Source: an optimization exercise on an open RTL-to-GDS flow (aim: small area and a short achievable clock period). Production flows keep margins and buffers that such runs may drop.
For this run, only the layout was checked, not whether the RTL still works.

### flow/design.v
module CC_top(
	input  wire              clk,
	input  wire signed [3:0] in_n0,
	input  wire signed [3:0] in_n1,
	input  wire signed [3:0] in_n2,
	input  wire signed [3:0] in_n3,
	input  wire        [2:0] opt,
	output reg  signed [8:0] out_n
);
reg signed [3:0] r_n0, r_n1, r_n2, r_n3;
reg        [2:0] r_opt;
wire signed [8:0] cc_out;
CC cc_0(
	.in_n0(r_n0),
	.in_n1(r_n1),
	.in_n2(r_n2),
	.in_n3(r_n3),
	.opt(r_opt),
	.out_n(cc_out)
);
always @(posedge clk) begin
	r_n0  <= in_n0;
	r_n1  <= in_n1;
	r_n2  <= in_n2;
	r_n3  <= in_n3;
	r_opt <= opt;
	out_n <= cc_out;
end
endmodule

module CC(
	in_n0,
	in_n1,
	in_n2,
	in_n3,
	opt,
	out_n
);
input wire signed [3:0] in_n0, in_n1, in_n2, in_n3;
input wire [2:0] opt;
output wire signed [8:0] out_n;
wire t1 = ~opt[0];
wire t2 = ~in_n0[3];
wire t3 = ~in_n1[3];
wire t4 = ~in_n1[0];
wire t5 = in_n0[0] | t4;
wire t6 = (in_n0[1] & ~in_n1[1]) | (~(in_n0[1] ^ in_n1[1]) & t5);
wire t7 = (in_n0[2] & ~in_n1[2]) | (~(in_n0[2] ^ in_n1[2]) & t6);
wire t8 = (t2 & ~t3) | (~(t2 ^ t3) & t7);
wire t9 = t8 | t1;
wire t10 = ~t9;
wire t11 = ~in_n0[3];
wire t12 = ~in_n2[3];
wire t13 = ~in_n2[0];
wire t14 = in_n0[0] | t13;
wire t15 = (in_n0[1] & ~in_n2[1]) | (~(in_n0[1] ^ in_n2[1]) & t14);
wire t16 = (in_n0[2] & ~in_n2[2]) | (~(in_n0[2] ^ in_n2[2]) & t15);
wire t17 = (t11 & ~t12) | (~(t11 ^ t12) & t16);
wire t18 = t17 | t1;
wire t19 = ~t18;
wire t20 = ~in_n0[3];
wire t21 = ~in_n3[3];
wire t22 = ~in_n3[0];
wire t23 = in_n0[0] | t22;
wire t24 = (in_n0[1] & ~in_n3[1]) | (~(in_n0[1] ^ in_n3[1]) & t23);
wire t25 = (in_n0[2] & ~in_n3[2]) | (~(in_n0[2] ^ in_n3[2]) & t24);
wire t26 = (t20 & ~t21) | (~(t20 ^ t21) & t25);
wire t27 = t26 | t1;
wire t28 = ~t27;
wire t29 = ~in_n1[3];
wire t30 = ~in_n2[3];
wire t31 = ~in_n2[0];
wire t32 = in_n1[0] | t31;
wire t33 = (in_n1[1] & ~in_n2[1]) | (~(in_n1[1] ^ in_n2[1]) & t32);
wire t34 = (in_n1[2] & ~in_n2[2]) | (~(in_n1[2] ^ in_n2[2]) & t33);
wire t35 = (t29 & ~t30) | (~(t29 ^ t30) & t34);
wire t36 = t35 | t1;
wire t37 = ~t36;
wire t38 = ~in_n1[3];
wire t39 = ~in_n3[3];
wire t40 = ~in_n3[0];
wire t41 = in_n1[0] | t40;
wire t42 = (in_n1[1] & ~in_n3[1]) | (~(in_n1[1] ^ in_n3[1]) & t41);
wire t43 = (in_n1[2] & ~in_n3[2]) | (~(in_n1[2] ^ in_n3[2]) & t42);
wire t44 = (t38 & ~t39) | (~(t38 ^ t39) & t43);
wire t45 = t44 | t1;
wire t46 = ~t45;
wire t47 = ~in_n2[3];
wire t48 = ~in_n3[3];
wire t49 = ~in_n3[0];
wire t50 = in_n2[0] | t49;
wire t51 = (in_n2[1] & ~in_n3[1]) | (~(in_n2[1] ^ in_n3[1]) & t50);
wire t52 = (in_n2[2] & ~in_n3[2]) | (~(in_n2[2] ^ in_n3[2]) & t51);
wire t53 = (t47 & ~t48) | (~(t47 ^ t48) & t52);
wire t54 = t53 | t1;
wire t55 = ~t54;
wire t56 = ~(t10 | t19 | t28);
wire t57 = t10 & t19 & t28;
wire t58 = (t10 ^ t19 ^ t28) & ~(t10 & t19 & t28);
wire t59 = ((t10 & t19) | (t10 & t28) | (t19 & t28)) & ~(t10 & t19 & t28);
wire t60 = ~(t9 | t37 | t46);
wire t61 = t9 & t37 & t46;
wire t62 = (t9 ^ t37 ^ t46) & ~(t9 & t37 & t46);
wire t63 = ((t9 & t37) | (t9 & t46) | (t37 & t46)) & ~(t9 & t37 & t46);
wire t64 = ~(t18 | t36 | t55);
wire t65 = t18 & t36 & t55;
wire t66 = (t18 ^ t36 ^ t55) & ~(t18 & t36 & t55);
wire t67 = ((t18 & t36) | (t18 & t55) | (t36 & t55)) & ~(t18 & t36 & t55);
wire t68 = ~(t27 | t45 | t54);
wire t69 = t27 & t45 & t54;
wire t70 = (t27 ^ t45 ^ t54) & ~(t27 & t45 & t54);
wire t71 = ((t27 & t45) | (t27 & t54) | (t45 & t54)) & ~(t27 & t45 & t54);
wire t72 = (t56 & in_n0[0]) | (t60 & in_n1[0]) | (t64 & in_n2[0]) | (t68 & in_n3[0]);
wire t73 = (t56 & in_n0[1]) | (t60 & in_n1[1]) | (t64 & in_n2[1]) | (t68 & in_n3[1]);
wire t74 = (t56 & in_n0[2]) | (t60 & in_n1[2]) | (t64 & in_n2[2]) | (t68 & in_n3[2]);
wire t75 = (t56 & in_n0[3]) | (t60 & in_n1[3]) | (t64 & in_n2[3]) | (t68 & in_n3[3]);
wire t76 = (t58 & in_n0[0]) | (t62 & in_n1[0]) | (t66 & in_n2[0]) | (t70 & in_n3[0]);
wire t77 = (t58 & in_n0[1]) | (t62 & in_n1[1]) | (t66 & in_n2[1]) | (t70 & in_n3[1]);
wire t78 = (t58 & in_n0[2]) | (t62 & in_n1[2]) | (t66 & in_n2[2]) | (t70 & in_n3[2]);
wire t79 = (t58 & in_n0[3]) | (t62 & in_n1[3]) | (t66 & in_n2[3]) | (t70 & in_n3[3]);
wire t80 = (t59 & in_n0[0]) | (t63 & in_n1[0]) | (t67 & in_n2[0]) | (t71 & in_n3[0]);
wire t81 = (t59 & in_n0[1]) | (t63 & in_n1[1]) | (t67 & in_n2[1]) | (t71 & in_n3[1]);
wire t82 = (t59 & in_n0[2]) | (t63 & in_n1[2]) | (t67 & in_n2[2]) | (t71 & in_n3[2]);
wire t83 = (t59 & in_n0[3]) | (t63 & in_n1[3]) | (t67 & in_n2[3]) | (t71 & in_n3[3]);
wire t84 = (t57 & in_n0[0]) | (t61 & in_n1[0]) | (t65 & in_n2[0]) | (t69 & in_n3[0]);
wire t85 = (t57 & in_n0[1]) | (t61 & in_n1[1]) | (t65 & in_n2[1]) | (t69 & in_n3[1]);
wire t86 = (t57 & in_n0[2]) | (t61 & in_n1[2]) | (t65 & in_n2[2]) | (t69 & in_n3[2]);
wire t87 = (t57 & in_n0[3]) | (t61 & in_n1[3]) | (t65 & in_n2[3]) | (t69 & in_n3[3]);
wire t88 = ~in_n0[3];
wire t89 = ~in_n1[3];
wire t90 = ~in_n2[3];
wire t91 = ~in_n3[3];
wire t92 = in_n0[0] ^ in_n1[0] ^ in_n2[0];
wire t93 = (in_n0[0] & in_n1[0]) | (in_n0[0] & in_n2[0]) | (in_n1[0] & in_n2[0]);
wire t94 = in_n0[1] ^ in_n1[1] ^ in_n2[1];
wire t95 = (in_n0[1] & in_n1[1]) | (in_n0[1] & in_n2[1]) | (in_n1[1] & in_n2[1]);
wire t96 = in_n0[2] ^ in_n1[2] ^ in_n2[2];
wire t97 = (in_n0[2] & in_n1[2]) | (in_n0[2] & in_n2[2]) | (in_n1[2] & in_n2[2]);
wire t98 = t88 ^ t89 ^ t90;
wire t99 = (t88 & t89) | (t88 & t90) | (t89 & t90);
wire t100 = t93 ^ t94 ^ in_n3[1];
wire t101 = (t93 & t94) | (t93 & in_n3[1]) | (t94 & in_n3[1]);
wire t102 = t95 ^ t96 ^ in_n3[2];
wire t103 = (t95 & t96) | (t95 & in_n3[2]) | (t96 & in_n3[2]);
wire t104 = t97 ^ t98 ^ t91;
wire t105 = (t97 & t98) | (t97 & t91) | (t98 & t91);
wire t106 = t92 ^ in_n3[0];
wire t107 = t92 & in_n3[0];
wire t108 = t100 ^ t107;
wire t109 = t100 & t107;
wire t110 = t101 ^ t102 ^ t109;
wire t111 = (t101 & t102) | (t101 & t109) | (t102 & t109);
wire t112 = t103 ^ t104 ^ t111;
wire t113 = (t103 & t104) | (t103 & t111) | (t104 & t111);
wire t114 = t105 ^ t99 ^ t113;
wire t115 = (t105 & t99) | (t105 & t113) | (t99 & t113);
wire t116 = ~t115;
wire t117 = t108 | t106;
wire t118 = t116 & t117;
wire t119 = t110 ^ t118;
wire t120 = t110 & t118;
wire t121 = t112 ^ t120;
wire t122 = t112 & t120;
wire t123 = t114 ^ t122;
wire t124 = t114 & t122;
wire t125 = t116 ^ t124;
wire t126 = opt[1] & t119;
wire t127 = opt[1] & t121;
wire t128 = opt[1] & t123;
wire t129 = opt[1] & t125;
wire t130 = ~t126;
wire t131 = ~t127;
wire t132 = ~t128;
wire t133 = ~t129;
wire t134 = t76 ^ t130 ^ 1'b1;
wire t135 = (t76 & t130) | (t76 & 1'b1) | (t130 & 1'b1);
wire t136 = t77 ^ t131 ^ t135;
wire t137 = (t77 & t131) | (t77 & t135) | (t131 & t135);
wire t138 = t78 ^ t132 ^ t137;
wire t139 = (t78 & t132) | (t78 & t137) | (t132 & t137);
wire t140 = t79 ^ t133 ^ t139;
wire t141 = (t79 & t133) | (t79 & t139) | (t133 & t139);
wire t142 = t79 ^ t133;
wire t143 = t142 ^ t141;
wire t144 = ~opt[2];
wire t145 = t144 & t80;
wire t146 = opt[2] ? t72 : t81;
wire t147 = opt[2] ? t73 : t82;
wire t148 = opt[2] ? t74 : t83;
wire t149 = opt[2] ? t75 : t83;
wire t150 = t144 & t84;
wire t151 = t144 & t85;
wire t152 = t144 & t86;
wire t153 = t144 & t87;
wire t154 = ~t149;
wire t155 = ~t153;
wire t156 = ~t133;
wire t157 = t146 ^ t151 ^ t130;
wire t158 = (t146 & t151) | (t146 & t130) | (t151 & t130);
wire t159 = t147 ^ t152 ^ t131;
wire t160 = (t147 & t152) | (t147 & t131) | (t152 & t131);
wire t161 = t148 ^ t155 ^ t132;
wire t162 = (t148 & t155) | (t148 & t132) | (t155 & t132);
wire t163 = t154 ^ t156;
wire t164 = ~t163;
wire t165 = t154 | t156;
wire t166 = t160 ^ t161;
wire t167 = ~t166;
wire t168 = t160 | t161;
wire t169 = t168 ^ t162 ^ t164;
wire t170 = (t168 & t162) | (t168 & t164) | (t162 & t164);
wire t171 = t145 ^ t150;
wire t172 = t145 & t150;
wire t173 = t157 ^ 1'b1 ^ t172;
wire t174 = (t157 & 1'b1) | (t157 & t172) | (1'b1 & t172);
wire t175 = t158 ^ t159 ^ t174;
wire t176 = (t158 & t159) | (t158 & t174) | (t159 & t174);
wire t177 = t167 ^ t176;
wire t178 = t167 & t176;
wire t179 = t169 ^ t178;
wire t180 = t169 & t178;
wire t181 = t170 ^ t165;
wire t182 = t181 ^ t180;
wire t183 = t134 & t171;
wire t184 = t134 & t173;
wire t185 = t134 & t175;
wire t186 = t134 & t177;
wire t187 = t134 & t179;
wire t188 = ~(t134 & t182);
wire t189 = t136 & t171;
wire t190 = t136 & t173;
wire t191 = t136 & t175;
wire t192 = t136 & t177;
wire t193 = t136 & t179;
wire t194 = ~(t136 & t182);
wire t195 = t138 & t171;
wire t196 = t138 & t173;
wire t197 = t138 & t175;
wire t198 = t138 & t177;
wire t199 = t138 & t179;
wire t200 = ~(t138 & t182);
wire t201 = t140 & t171;
wire t202 = t140 & t173;
wire t203 = t140 & t175;
wire t204 = t140 & t177;
wire t205 = t140 & t179;
wire t206 = ~(t140 & t182);
wire t207 = ~(t143 & t171);
wire t208 = ~(t143 & t173);
wire t209 = ~(t143 & t175);
wire t210 = ~(t143 & t177);
wire t211 = ~(t143 & t179);
wire t212 = opt[2] & t84;
wire t213 = opt[2] & t85;
wire t214 = opt[2] & t86;
wire t215 = opt[2] & t87;
wire t216 = ~t215;
wire t217 = opt[2] & t130;
wire t218 = opt[2] & t131;
wire t219 = opt[2] & t132;
wire t220 = opt[2] & t133;
wire t221 = ~t220;
wire t222 = t183 ^ t212 ^ t217;
wire t223 = (t183 & t212) | (t183 & t217) | (t212 & t217);
wire t224 = t184 ^ t189 ^ t213;
wire t225 = (t184 & t189) | (t184 & t213) | (t189 & t213);
wire t226 = t185 ^ t190 ^ t195;
wire t227 = (t185 & t190) | (t185 & t195) | (t190 & t195);
wire t228 = t186 ^ t191 ^ t196;
wire t229 = (t186 & t191) | (t186 & t196) | (t191 & t196);
wire t230 = t201 ^ t216 ^ t221;
wire t231 = (t201 & t216) | (t201 & t221) | (t216 & t221);
wire t232 = t187 ^ t192 ^ t197;
wire t233 = (t187 & t192) | (t187 & t197) | (t192 & t197);
wire t234 = t188 ^ t193 ^ t198;
wire t235 = (t188 & t193) | (t188 & t198) | (t193 & t198);
wire t236 = t203 ^ t208;
wire t237 = ~t236;
wire t238 = t203 | t208;
wire t239 = t194 ^ t199 ^ t204;
wire t240 = (t194 & t199) | (t194 & t204) | (t199 & t204);
wire t241 = t200 ^ t205 ^ t210;
wire t242 = (t200 & t205) | (t200 & t210) | (t205 & t210);
wire t243 = t223 ^ t224 ^ t218;
wire t244 = (t223 & t224) | (t223 & t218) | (t224 & t218);
wire t245 = t225 ^ t226 ^ t214;
wire t246 = (t225 & t226) | (t225 & t214) | (t226 & t214);
wire t247 = t227 ^ t228 ^ t230;
wire t248 = (t227 & t228) | (t227 & t230) | (t228 & t230);
wire t249 = t229 ^ t231 ^ t232;
wire t250 = (t229 & t231) | (t229 & t232) | (t231 & t232);
wire t251 = t233 ^ t234 ^ t237;
wire t252 = (t233 & t234) | (t233 & t237) | (t234 & t237);
wire t253 = t235 ^ t238 ^ t239;
wire t254 = (t235 & t238) | (t235 & t239) | (t238 & t239);
wire t255 = t242 ^ t206 ^ t211;
wire t256 = (t242 & t206) | (t242 & t211) | (t206 & t211);
wire t257 = t244 ^ t245 ^ t219;
wire t258 = (t244 & t245) | (t244 & t219) | (t245 & t219);
wire t259 = t248 ^ t249 ^ t202;
wire t260 = (t248 & t249) | (t248 & t202) | (t249 & t202);
wire t261 = t252 ^ t253 ^ t209;
wire t262 = (t252 & t253) | (t252 & t209) | (t253 & t209);
wire t263 = t254 ^ t240 ^ t241;
wire t264 = (t254 & t240) | (t254 & t241) | (t240 & t241);
wire t265 = t258 ^ t246 ^ t247;
wire t266 = (t258 & t246) | (t258 & t247) | (t246 & t247);
wire t267 = t260 ^ t250 ^ t251;
wire t268 = (t260 & t250) | (t260 & t251) | (t250 & t251);
wire t269 = t266 ^ t259 ^ t207;
wire t270 = (t266 & t259) | (t266 & t207) | (t259 & t207);
wire t271 = t222 ^ opt[2];
wire t272 = t222 & opt[2];
wire t273 = t243 ^ t272;
wire t274 = t243 & t272;
wire t275 = t257 ^ t274;
wire t276 = t257 & t274;
wire t277 = t265 ^ t276;
wire t278 = t265 & t276;
wire t279 = t269 ^ t278;
wire t280 = t269 & t278;
wire t281 = t270 ^ t267 ^ t280;
wire t282 = (t270 & t267) | (t270 & t280) | (t267 & t280);
wire t283 = t268 ^ t261 ^ t282;
wire t284 = (t268 & t261) | (t268 & t282) | (t261 & t282);
wire t285 = t262 ^ t263 ^ t284;
wire t286 = (t262 & t263) | (t262 & t284) | (t263 & t284);
wire t287 = t264 ^ t255;
wire t288 = t287 ^ t286;
assign out_n = {t288, t285, t283, t281, t279, t277, t275, t273, t271};
endmodule
### flow/config.mk
export PLATFORM = sky130hd
export DESIGN_NAME = CC_top
export DESIGN_NICKNAME = CC_top
export VERILOG_FILES = /design/flow/design.v
export SDC_FILE = /design/flow/constraint.sdc
export NUM_CORES = 4
export LEC_CHECK = 0
export ABC_AREA = 1
export CAP_MARGIN = 20
export CORE_MARGIN = 2
export CORE_UTILIZATION = 40
export SLEW_MARGIN = 20
### flow/standard.sh
#!/bin/bash
# synth_recipe.tcl (not shown) runs the flow's synth.tcl, then flattens the netlist and writes it again
# the make line also repeats each setting of config.mk as NAME=value (left out here)
make -C /OpenROAD-flow-scripts/flow DESIGN_CONFIG=/design/flow/config.mk WORK_HOME=/design/flow/orfs CLKGATE_MAP_FILE= SYNTH_SCRIPT=/design/flow/synth_recipe.tcl "${@:-finish}"
### flow/constraint.sdc
create_clock -name core_clock -period 18.0 [get_ports {clk}]
set_input_delay 3.6000 -clock core_clock [delete_from_list [all_inputs] [get_ports {clk}]]
set_output_delay 3.6000 -clock core_clock [all_outputs]
set_load 0.01 [all_outputs]
### flow/flow/abc_area.script
strash
dch
map -D 4500
topo
stime -c
buffer -c
upsize -c -D 4500
dnsize -c -D 4500
### flow/flow/run.sh
#!/bin/bash
# Own layout flow: the standard flow (standard.sh), with these synthesis changes:
#  - no full/half-adder extraction (ADDER_MAP_FILE empty), so ABC maps all logic;
#  - ABC area script replaced by flow/abc_area.script (delay-targeted mapping).
# Everything else, from floorplan to the final layout, is the standard flow, run
# from an unmodified copy of ORFS's scripts folder.
set -euo pipefail
W=$(pwd)
rm -rf "$W/myscripts"
cp -r "$FLOW_HOME/scripts" "$W/myscripts"
cp "$W/flow/abc_area.script" "$W/myscripts/abc_area.script"
export SCRIPTS_DIR="$W/myscripts"
export ADDER_MAP_FILE=
export ABC_AREA=1
bash "$W/standard.sh" > "$W/standard.log" 2>&1
==> results.sh <==
export IMPL_cts_setup_buffers=0
export IMPL_synthMuxAreaShare=0
export IMPL_ctsResizeCount=0
export IMPL_antenna_found_initial=0
export IMPL_synth_edf_count=0
export IMPL_critical_path_slowest_cell="xnor2_1"
export IMPL_antenna_cells=0
export IMPL_core_um2=8590
export IMPL_cts_hold_buf=0
export IMPL_status="finished clean"
export IMPL_timing_final_crit_share=0.312
export IMPL_cts_sinks=28
export IMPL_mostFrequentLayoutCells="127 x nand2_1, 87 x nor2_1, 49 x inv_1, 28 x clkdlybuf4s50_1, 28 x dfxtp_1"
export IMPL_drt_iter0_drc=227
export IMPL_max_stage_delay_ns=0.57
export IMPL_ys_types=54
export IMPL_async_flop_share=0
export IMPL_ant_nets=0
export IMPL_dp_hpwl_um=7420
export IMPL_cp_required_ns=18.21
export IMPL_slew_violations=0
export IMPL_totalWireLength_um=9130
export IMPL_skew_ns=0.00731
export IMPL_drt_first_pass_iters=5
export IMPL_route_detailed_drc=0
export IMPL_synthSimpleGateAreaFrac=0.382
export IMPL_gp_congestion=0.974
export IMPL_hold_violations=0
export IMPL_num_rows=34
export IMPL_numCtsBuffers=3
export IMPL_syn2layout_area_growth_pct=12.9
export IMPL_initial_utilization=0.406
export IMPL_syn_num_nets=582
export IMPL_htreeDepth=1
export IMPL_insertion_delay_ns=0.30
export IMPL_globalRouteTotalUtil=0.198
export IMPL_cts_buffer_depth=2
export IMPL_wire_per_inst_um=13.2
export IMPL_grt_pass1_wl_um=15600
export IMPL_stdcell_count=694
export IMPL_fmax_mhz=178
export IMPL_die_area_um2=9470
export IMPL_synth_top_family_by_area="simple AND/OR/NAND/NOR gates"
export IMPL_cts_clk_slew_worst_paths_ns=0.12
export IMPL_die_h_um=97.3
export IMPL_worst_pin_slew_ns=0.688
export IMPL_layout_commonest_cell="nand2_1"
export IMPL_maxCapViolCount=0
export IMPL_grt_pass1_vias=3400
export IMPL_timing_slew_headroom=0.538
export IMPL_overflow=0
export IMPL_setup_tns_ns=0
export IMPL_clock_root_buffer="clkbuf_8"
export IMPL_num_vias=3676
export IMPL_cts_tree="built"
export IMPL_nets=607
export IMPL_start_kind="flip-flop"
export IMPL_vias_per_cell=5.30
export IMPL_io_pins=29
export IMPL_ys_seq_elements=28
export IMPL_die_width_um=97.3
export IMPL_avgSynthCellArea_um2=6.20
export IMPL_synthFlopType="dfxtp_1"
export IMPL_ys_seq_area_frac=0.161
export IMPL_synth_area_um2=3480
export IMPL_synth_cells=562
export IMPL_grt_max_degree=17
export IMPL_synth_compound_area_share=0.226
export IMPL_worst_ep_arrival_time_ns=5.82
export IMPL_numPortBuffers=28
export IMPL_grt_setup_unrepaired="no"
export IMPL_fillers=890
export IMPL_synth_xor_area_share=0.132
export IMPL_ys_warn_count=1
export IMPL_setup_viol=0
export IMPL_critPathMostFrequentCell="nand2_1"
export IMPL_dp_cells=690
export IMPL_critPathKind="reg2reg"
export IMPL_hold_class="reg2reg"
export IMPL_crit_path_end_kind="flip-flop"
export IMPL_drive_gt1_frac=0.162
export IMPL_synthAdderAreaFrac=0.00287
export IMPL_period_minus_slack_ns=5.61
export IMPL_path_max_fanout=9
stage by stage:
step	area [um^2]	util	hold WS [ns]	setup slack, ns
after detailed placement	3860	0.449	0.934	12.47
after global routing	3930	0.458	1.06	11.79
final	3930	0.458	0.975	12.39
after CTS	3930	0.458	0.963	12.43
after global placement	3860	0.449	0.932	12.51
after floorplan	3480	-	0.794	13.30
worst paths after layout:
path	startpoint	end	slack [ns]	cells after the start
max reg2reg	r_n1[1]	out_n[8]	12.39	33
min	r_opt[1]	out_n[0]	0.98	5
min reg2reg	r_opt[1]	out_n[0]	0.98	5
max	r_n1[1]	out_n[8]	12.39	33
registers in the layout (all words and copies together), names as in the netlist:
name / flops
r_n0: 4
r_n3: 4
r_n1: 4
r_n2: 4
out_n: 9
r_opt: 3
synth_stat cells (11+ instances only):
cell type | n | area share
nor2_1 | 87 | 0.094
nand2_1 | 127 | 0.14
xor2_1 | 24 | 0.060
o22ai_1 | 21 | 0.038
nand3_1 | 17 | 0.024
xnor2_1 | 13 | 0.033
nand2_2 | 14 | 0.025
a21oi_1 | 20 | 0.029
inv_2 | 27 | 0.029
or2_1 | 11 | 0.020
dfxtp_1 | 28 | 0.16
nor2_2 | 11 | 0.020
inv_1 | 49 | 0.053
worst max-delay path, delay by kind of cell, from the launching register on:
kind,cells,cell delay [ns]
and+or+nand+nor,13,1.56
DFF,1,0.56
buffers and inverters,4,0.54
xor gates and xnor gates,2,0.88
AOI/OAI and AO/OA,14,1.99
cells by family (layout without fill, tap and decap cells):
kind of cell,after synthesis,after routing
and+or+nand+nor,292,292
xor gates and xnor gates,45,45
AOI/OAI and AO/OA,109,109
adders and majority gates,1,1
DFF,28,28
buffers and inverters,87,111
area by class of cell:
| cell class | count | area [um^2] | area share |
|---|---|---|---|
| Multi-Input combinational cell | 447 | 2590 | 0.658 |
| Sequential cell | 28 | 561 | 0.143 |
| Inverter | 79 | 297 | 0.0754 |
| Timing Repair Buffer | 28 | 280 | 0.0713 |
| Tap cell | 108 | 135 | 0.0344 |
| Clock buffer | 3 | 41.3 | 0.0105 |
| Clock inverter | 1 | 30.0 | 0.00764 |
layer usage:
metal,up-vias,track usage,routed length (um)
met5,-,0,0
met4,0,0.0534,147
met3,9,0.0237,533
met2,116,0.347,4230
met1,1673,0.258,4220
li1,1878,-,-

what the ideal ports hide:
Ports are ideal in the flow. The routed layout listed here was re-timed in OpenROAD. Step 1 sets driving cells, clkbuf_16 on the clock port and buf_2 on the other inputs (assumed; they add their load-dependent delay and slew). Step 2, shift: input delay + t, output delay - t, t = (earliest + latest rising clock arrival at the registers) / 2. This alone moves slack from input paths to output paths. Slacks: ideal / step 1 / step 2; pairs: ideal / step 1.
t, ns: 0.332
setup slack, ns: 12.387 / 12.387 / 12.387
slew at the worst register clock pin (ns): 0.12 / 0.12
worst data-port slew with drivers (ns): 0.03
After both steps this run still meets setup and hold. The setup slack of this run moves by 0.000 ns with the drivers and by 0.000 ns with both steps.
